Background: an optimization exercise with open tools, aiming at small area and a short achievable clock period. Do not read the settings as production practice.
Where RTL was checked, it was by simulation tests only, not by an equivalence proof against the original.

## DCT
module DCT(clk,rst_n,ena,done,
  data_in0,data_in1,data_in2,data_in3,data_in4,data_in5,data_in6,data_in7,
  data_out0,data_out1,data_out2,data_out3,data_out4,data_out5,data_out6,data_out7);
export LEC_CHECK = 0
export CAP_MARGIN = 20
export CORE_MARGIN = 2
export CORE_UTILIZATION = 40
export CTS_CLUSTER_DIAMETER = 70
export CTS_CLUSTER_SIZE = 30
export SETUP_SLACK_MARGIN = 1.5
export SLEW_MARGIN = 20
export SYNTH_HIERARCHICAL = 1
export SYNTH_MINIMUM_KEEP_SIZE = 0
create_clock -name core_clock -period 4.5 [get_ports {clk}]
standard.sh (not shown) runs the stock make flow with config.mk's settings and CLKGATE_MAP_FILE= SYNTH_SCRIPT=/design/flow/synth_recipe.tcl, a recipe that flattens the netlist after the stock synthesis.
==> flow/flow/run.sh <==
#!/bin/bash
# The standard layout, with plain buf_1 cells as the input/output port buffers
# (the standard flow picks a larger delay-buffer cell for them).
set -euo pipefail
export BUFFER_PORTS_ARGS="-buffer_cell sky130_fd_sc_hd__buf_1"
bash standard.sh > standard.log 2>&1
Then changed:
SETUP_SLACK_MARGIN = 2.0   (was 1.5)
What happened:
- cell area is higher by 7.0%
- clock-buffer cell count goes down by 5
- synthesized cell count stays the same
- final cell count rose by 3.4%
- via count goes up by 3.4%
- setup slack improves by 0.19 ns
Then changed:
SETUP_SLACK_MARGIN = 1.75   (was 2.0)
Result:
- The new run finished clean
- synthesized area is unchanged
- via count decreases by 1.9%
- cell area falls by 3.4%

* * *

lane 1:
Another version of the RTL of DCT (not shown whole).
Size: about 2700 cells after synthesis, ~370 flip-flops, ~230 I/O pins.
Settings: LEC_CHECK=0, CAP_MARGIN=20, CORE_MARGIN=2, CORE_UTILIZATION=40, CTS_CLUSTER_DIAMETER=70, CTS_CLUSTER_SIZE=30, SETUP_SLACK_MARGIN=1.75, SLEW_MARGIN=20, SYNTH_HIERARCHICAL=1, SYNTH_MINIMUM_KEEP_SIZE=0; clock period 4.5 ns.
Scripts as last shown in full above: flow/flow/run.sh
Every stage of the flow completed for lane 1, and the final layout passed the timing, DRC and antenna checks.
## Diff of input files: lane 2 against lane 1
--- a/flow/config.mk
+++ b/flow/config.mk
@@ -13 +13 @@
-export SETUP_SLACK_MARGIN = 1.75
+export SETUP_SLACK_MARGIN = 2.0
Notes after the runs:
- As far as total instance count after detailed placement is concerned, lane 1 and lane 2 perform about the same.
- First-pass GRT wire length: higher on lane 2
- Summary of lane 2 over lane 1: achievable clock frequency rose by about 3.6%, wire length reported by the detailed router went up about 2.3%.
- Lane 1 -> lane 2: summed negative setup slack over all endpoints delta 0, exact match
No run of this note included a check of the RTL's function; only the layout flow was run.

* * *

Another version of the RTL of DCT (not shown whole).
Size: roughly 2200 cells after synthesis, roughly 320 flip-flops, roughly 25000 um2 of cells after synthesis.
make LEC_CHECK=0 CAP_MARGIN=20 CORE_MARGIN=2 CORE_UTILIZATION=40 SLEW_MARGIN=20 SYNTH_HIERARCHICAL=1 SYNTH_MINIMUM_KEEP_SIZE=0 finish   # period 4.5 ns
run.sh (not shown) runs the stock make flow with config.mk's settings and CLKGATE_MAP_FILE= SYNTH_SCRIPT=/design/flow/synth_recipe.tcl, a recipe that flattens the netlist after the stock synthesis.
Stock flow here: none of the scripts above is used.
The starting point passed the timing, DRC and antenna checks.
Then changed:
Settings changed: SETUP_SLACK_MARGIN set to 1.0.
=> The changed run produced a clean layout; worst setup slack gets better by 0.18 ns; final area rises by a little under a tenth; sequential cell count does not change; fmax rises by a few percent; clock skew rises by 0.0077 ns; core utilization rises by 4.2 points; die area is unchanged; non-clock buffer count rises by 87; global-route usage rises by 0.45 points.
No run of this note included a check of the RTL's function; only the layout flow was run.

* * *

Another version of the RTL of DCT (not shown whole).
Size: roughly 2,100 cells after synthesis, ~370 flip-flops, about 230 I/O pins, roughly 25,000 um^2 of cells after synthesis.
export LEC_CHECK = 0
export CAP_MARGIN = 20
export CORE_MARGIN = 2
export CORE_UTILIZATION = 40
export CTS_CLUSTER_DIAMETER = 70
export CTS_CLUSTER_SIZE = 30
export PLACE_DENSITY = 0.7
export SETUP_SLACK_MARGIN = 1.75
export SLEW_MARGIN = 20
export SYNTH_HIERARCHICAL = 1
export SYNTH_MINIMUM_KEEP_SIZE = 0
create_clock -name core_clock -period 4.5 [get_ports {clk}]
standard.sh (not shown) runs the stock make flow with config.mk's settings and CLKGATE_MAP_FILE= SYNTH_SCRIPT=/design/flow/synth_recipe.tcl, a recipe that flattens the netlist after the stock synthesis.
Scripts as last shown in full above: flow/flow/run.sh
The starting point finished clean.
==> next run, changes <==
--- a/flow/config.mk
+++ b/flow/config.mk
@@ -12,3 +12,2 @@
 export CTS_CLUSTER_SIZE = 30
-export PLACE_DENSITY = 0.7
 export SETUP_SLACK_MARGIN = 1.75
@@ -17 +16,2 @@
 export SYNTH_MINIMUM_KEEP_SIZE = 0
+export TNS_END_PERCENT = 10
What happened: Wire length barely changes. Design area decreases by 1.4%. Fmax is lower by 1.7%. Non-clock buffer count shrinks by 37. Synthesized area is unchanged. Clock skew grows by 0.0066 ns.
==> next run, changes <==
--- a/flow/config.mk
+++ b/flow/config.mk
@@ -16,2 +16,2 @@
 export SYNTH_MINIMUM_KEEP_SIZE = 0
-export TNS_END_PERCENT = 10
+export TNS_END_PERCENT = 50
The changed run ran to the end with no violations.
Maximum frequency rises by 3.2%.
Synthesized cell count is unchanged.
Core utilization rises by 0.56 points.
Final area rises by 1.3%.
Global-route usage stays flat.
Non-clock buffer count rises by 23.
Area after synthesis is unchanged.
Worst hold slack stays flat.
Worst setup slack is better by 0.090 ns.
==> next run, changes <==
--- a/flow/config.mk
+++ b/flow/config.mk
@@ -12,2 +12,3 @@
 export CTS_CLUSTER_SIZE = 30
+export GPL_ROUTABILITY_DRIVEN = 0
 export SETUP_SLACK_MARGIN = 1.75
@@ -16,2 +17 @@
 export SYNTH_MINIMUM_KEEP_SIZE = 0
-export TNS_END_PERCENT = 50
=> The new run passed the timing, DRC and antenna checks; worst setup slack stays flat; synthesized area is unchanged; flip-flop and latch count does not change; die area stays the same; routed wire length decreases slightly; cell area increases slightly.
==> next run, changes <==
--- a/flow/config.mk
+++ b/flow/config.mk
@@ -12,4 +12,3 @@
 export CTS_CLUSTER_SIZE = 30
-export GPL_ROUTABILITY_DRIVEN = 0
-export SETUP_SLACK_MARGIN = 1.75
+export SETUP_SLACK_MARGIN = 1.5
 export SLEW_MARGIN = 20
After rerunning: Worst setup slack degrades by 0.096 ns. Die area is unchanged. Cell area fell by 2.3%. Global-route usage hardly moves. Sequential share of layout area rose by 0.14 points. Hold slack degrades by 0.026 ns. Final cell count fell by 1.0%.
==> next run, changes <==
--- a/flow/config.mk
+++ b/flow/config.mk
@@ -10,5 +10,5 @@
 export CORE_UTILIZATION = 40
-export CTS_CLUSTER_DIAMETER = 70
-export CTS_CLUSTER_SIZE = 30
-export SETUP_SLACK_MARGIN = 1.5
+export CTS_CLUSTER_DIAMETER = 60
+export CTS_CLUSTER_SIZE = 25
+export SETUP_SLACK_MARGIN = 1.75
 export SLEW_MARGIN = 20
After rerunning: The new run completed with no timing, DRC or antenna violations. Synthesized cell count is unchanged. Final cell count is higher by 1.6%. Global-route usage is higher by 0.19 points. Hold slack improves by 0.073 ns. Critical path depth is lower by 1.

* * *

Another version of the RTL of DCT (not shown whole).
For scale: ~2100 cells after synthesis, ~440 flip-flops.
clock: 4.5 ns
lec_check: 0
cap_margin: 20
core_margin: 2
core_utilization: 40
setup_slack_margin: 1.75
slew_margin: 20
synth_hierarchical: 1
synth_minimum_keep_size: 0
Scripts as last shown in full above: flow/flow/run.sh
Edit:
Settings changed: CORE_UTILIZATION 40 to 60, PLACE_DENSITY set to 0.75, SETUP_SLACK_MARGIN 1.75 to 1.5.
Result:
- The changed run completed without violations
- via count stays flat
- hold slack improves by 0.015 ns
- sequential share of layout area is higher by 0.94 points
- global-route usage is higher by 7.1 points
- first-iteration DRC count is higher by 29%
- wire length is lower by 6.3%
- setup slack degrades by 0.15 ns
- die area is lower by 33%
Edit:
Settings changed: CORE_UTILIZATION 60 to 40, CTS_CLUSTER_DIAMETER set to 70, CTS_CLUSTER_SIZE set to 30, PLACE_DENSITY 0.75 to unset, SETUP_SLACK_MARGIN 1.5 to 1.9.
Via count goes up by 0.85%.
Register-to-register slack gets better by 0.27 ns.
Non-clock buffer count rises by 99.
Edit:
Settings changed: SETUP_SLACK_MARGIN 1.9 to 1.75.
Effect: Clock-buffer cell count does not change. Synthesized cell count is unchanged. Sequential share of layout area increases by 0.61 points. Synthesized area does not change. Fmax increases by 0.31%. Wire length decreases by about 1.4%. Via count decreases by about 1.6%.
Edit:
Settings changed: CTS_CLUSTER_DIAMETER 70 to unset, CTS_CLUSTER_SIZE 30 to unset, SETUP_SLACK_MARGIN 1.75 to 1.25.
Outcome: Core utilization fell by 0.65 points. Routed wire length rose by about 1.3%. Setup slack is worse by 0.34 ns. Area after synthesis stays the same. Final area fell by about 1.4%. Hold slack is worse by 0.020 ns. Die area stays the same. Via count fell by 0.35%.

* * *

## job 3625
DCT again, from the RTL that the note above started with.
==> flow/config.mk <==
export PLATFORM = sky130hd
export DESIGN_NAME = DCT
export DESIGN_NICKNAME = DCT
export VERILOG_FILES = /design/flow/design.v
export SDC_FILE = /design/flow/constraint.sdc
export NUM_CORES = 4
export LEC_CHECK = 0
export CAP_MARGIN = 20
export CORE_MARGIN = 2
export CORE_UTILIZATION = 40
export CTS_CLUSTER_DIAMETER = 70
export CTS_CLUSTER_SIZE = 30
export SETUP_SLACK_MARGIN = 1.5
export SLEW_MARGIN = 20
export SYNTH_HIERARCHICAL = 1
export SYNTH_MINIMUM_KEEP_SIZE = 0
==> flow/constraint.sdc <==
create_clock -name core_clock -period 4.5 [get_ports {clk}]
set_input_delay 0.9000 -clock core_clock [delete_from_list [all_inputs] [get_ports {clk}]]
set_output_delay 0.9000 -clock core_clock [all_outputs]
set_load 0.01 [all_outputs]
Scripts as last shown in full above: flow/flow/run.sh
Here is what was changed in the inputs of job 8728 compared with job 3625.
Settings: CAP_MARGIN: 20 -> 10; SLEW_MARGIN: 20 -> 10; SETUP_SLACK_MARGIN: 1.5 -> 1.75.
==> comparison <==
Job 8728 went all the way through the flow, and no timing, DRC or antenna check failed. Job 8728 vs. job 3625: layout cell share with drive strength beyond 1 now larger, smallest setup slack after layout now larger, non-clock buffer count now larger. Job 8728 against job 3625: global-route track usage on met3 flat, length of routed met2 wiring closely matched the old numbers.
Setup changes, job 8728 to job 6286
Settings: CTS_CLUSTER_DIAMETER no longer set, was 70; CAP_MARGIN now 20, was 10; SETUP_SLACK_MARGIN now 2.0, was 1.75; SLEW_MARGIN now 20, was 10; CTS_CLUSTER_SIZE no longer set, was 30.
A standard cell with the maximum stage delay on the critical path of sky130_fd_sc_hd__fa_1 is what job 6286 shows, while sky130_fd_sc_hd__fa_2 belongs to job 8728.
Total detailed-routing wirelength: job 6286 higher than job 8728
Across both runs, final cycle utilization of the critical path was higher for job 6286 than for job 8728.
For synthesized cell area, job 8728 and job 6286 come out practically identical.
Maximum frequency of job 6286 falls short of that of job 8728 by a few percent.

==> re-timing with driven ports <==
Ports are ideal in the flow. The routed layouts listed here were re-timed in OpenROAD. Step 1 assumes that a clkbuf_16 drives the clock port and a buf_2 every other input. Step 2 times the ports against the registers' clock, not the clock port: input delays grow and output delays shrink by t, the midpoint of the rising clock arrivals with the driver on. Three values: ideal ports, drivers, drivers and shift; two values: the first two.
| run | shift t [ns] | slack for setup (ns) | worst hold slack (ns) | slew at the worst register clock pin (ns) | cell pins on the clock port's net |
|---|---|---|---|---|---|
| the first run of note 1 | 0.605 | 1.582 / 1.538 / 0.933 | 0.152 / 0.118 / 0.332 | 0.09 / 0.09 | 1 |
| the second run of note 1 | 0.665 | 1.768 / 1.696 / 1.031 | 0.071 / 0.034 / 0.326 | 0.11 / 0.11 | 1 |
| the third run of note 1 | 0.607 | 1.716 / 1.612 / 1.004 | 0.148 / 0.114 / 0.327 | 0.08 / 0.08 | 1 |
| lane 1 | 0.667 | 1.834 / 1.834 / 1.728 | 0.067 / 0.042 / 0.328 | 0.09 / 0.09 | 1 |
| lane 2 | 0.661 | 1.926 / 1.926 / 1.714 | 0.065 / 0.034 / 0.335 | 0.10 / 0.10 | 1 |
| the first run of note 3 | 0.619 | 0.184 / 0.128 / 0.500 | 0.359 / 0.359 / 0.359 | 0.06 / 0.06 | 1 |
| the second run of note 3 | 0.609 | 0.363 / 0.306 / 0.763 | 0.362 / 0.362 / 0.362 | 0.06 / 0.06 | 1 |
| the first run of note 4 | 0.639 | 1.660 / 1.660 / 1.555 | 0.098 / 0.068 / 0.344 | 0.11 / 0.11 | 1 |
| the second run of note 4 | 0.652 | 1.611 / 1.611 / 1.611 | 0.069 / 0.039 / 0.335 | 0.09 / 0.09 | 1 |
| the third run of note 4 | 0.649 | 1.701 / 1.701 / 1.601 | 0.070 / 0.042 / 0.335 | 0.09 / 0.09 | 1 |
| the fourth run of note 4 | 0.656 | 1.701 / 1.701 / 1.564 | 0.084 / 0.046 / 0.344 | 0.10 / 0.10 | 1 |
| the fifth run of note 4 | 0.659 | 1.605 / 1.605 / 1.534 | 0.058 / 0.025 / 0.333 | 0.10 / 0.10 | 1 |
| the sixth run of note 4 | 0.611 | 1.686 / 1.686 / 1.572 | 0.131 / 0.098 / 0.343 | 0.08 / 0.08 | 1 |
| the first run of note 5 | 0.640 | 1.733 / 1.702 / 1.062 | 0.112 / 0.079 / 0.326 | 0.07 / 0.07 | 1 |
| the second run of note 5 | 0.624 | 1.587 / 1.552 / 0.928 | 0.127 / 0.099 / 0.328 | 0.06 / 0.06 | 1 |
| the third run of note 5 | 0.619 | 1.738 / 1.705 / 1.086 | 0.136 / 0.105 / 0.335 | 0.09 / 0.09 | 1 |
| the fourth run of note 5 | 0.625 | 1.746 / 1.692 / 1.067 | 0.102 / 0.073 / 0.334 | 0.10 / 0.10 | 1 |
| the fifth run of note 5 | 0.653 | 1.402 / 1.402 / 0.869 | 0.082 / 0.045 / 0.326 | 0.07 / 0.07 | 1 |
| job 3625 | 0.613 | 1.581 / 1.553 / 0.940 | 0.127 / 0.090 / 0.334 | 0.09 / 0.09 | 1 |
| job 8728 | 0.625 | 1.746 / 1.692 / 1.067 | 0.102 / 0.073 / 0.334 | 0.10 / 0.10 | 1 |
| job 6286 | 0.642 | 1.678 / 1.648 / 1.006 | 0.102 / 0.070 / 0.328 | 0.06 / 0.06 | 1 |
After both steps every run listed still meets setup and hold. The setup slack of the second run of note 1, which loses most, moves by -0.072 ns with the drivers and by -0.737 ns with both steps.
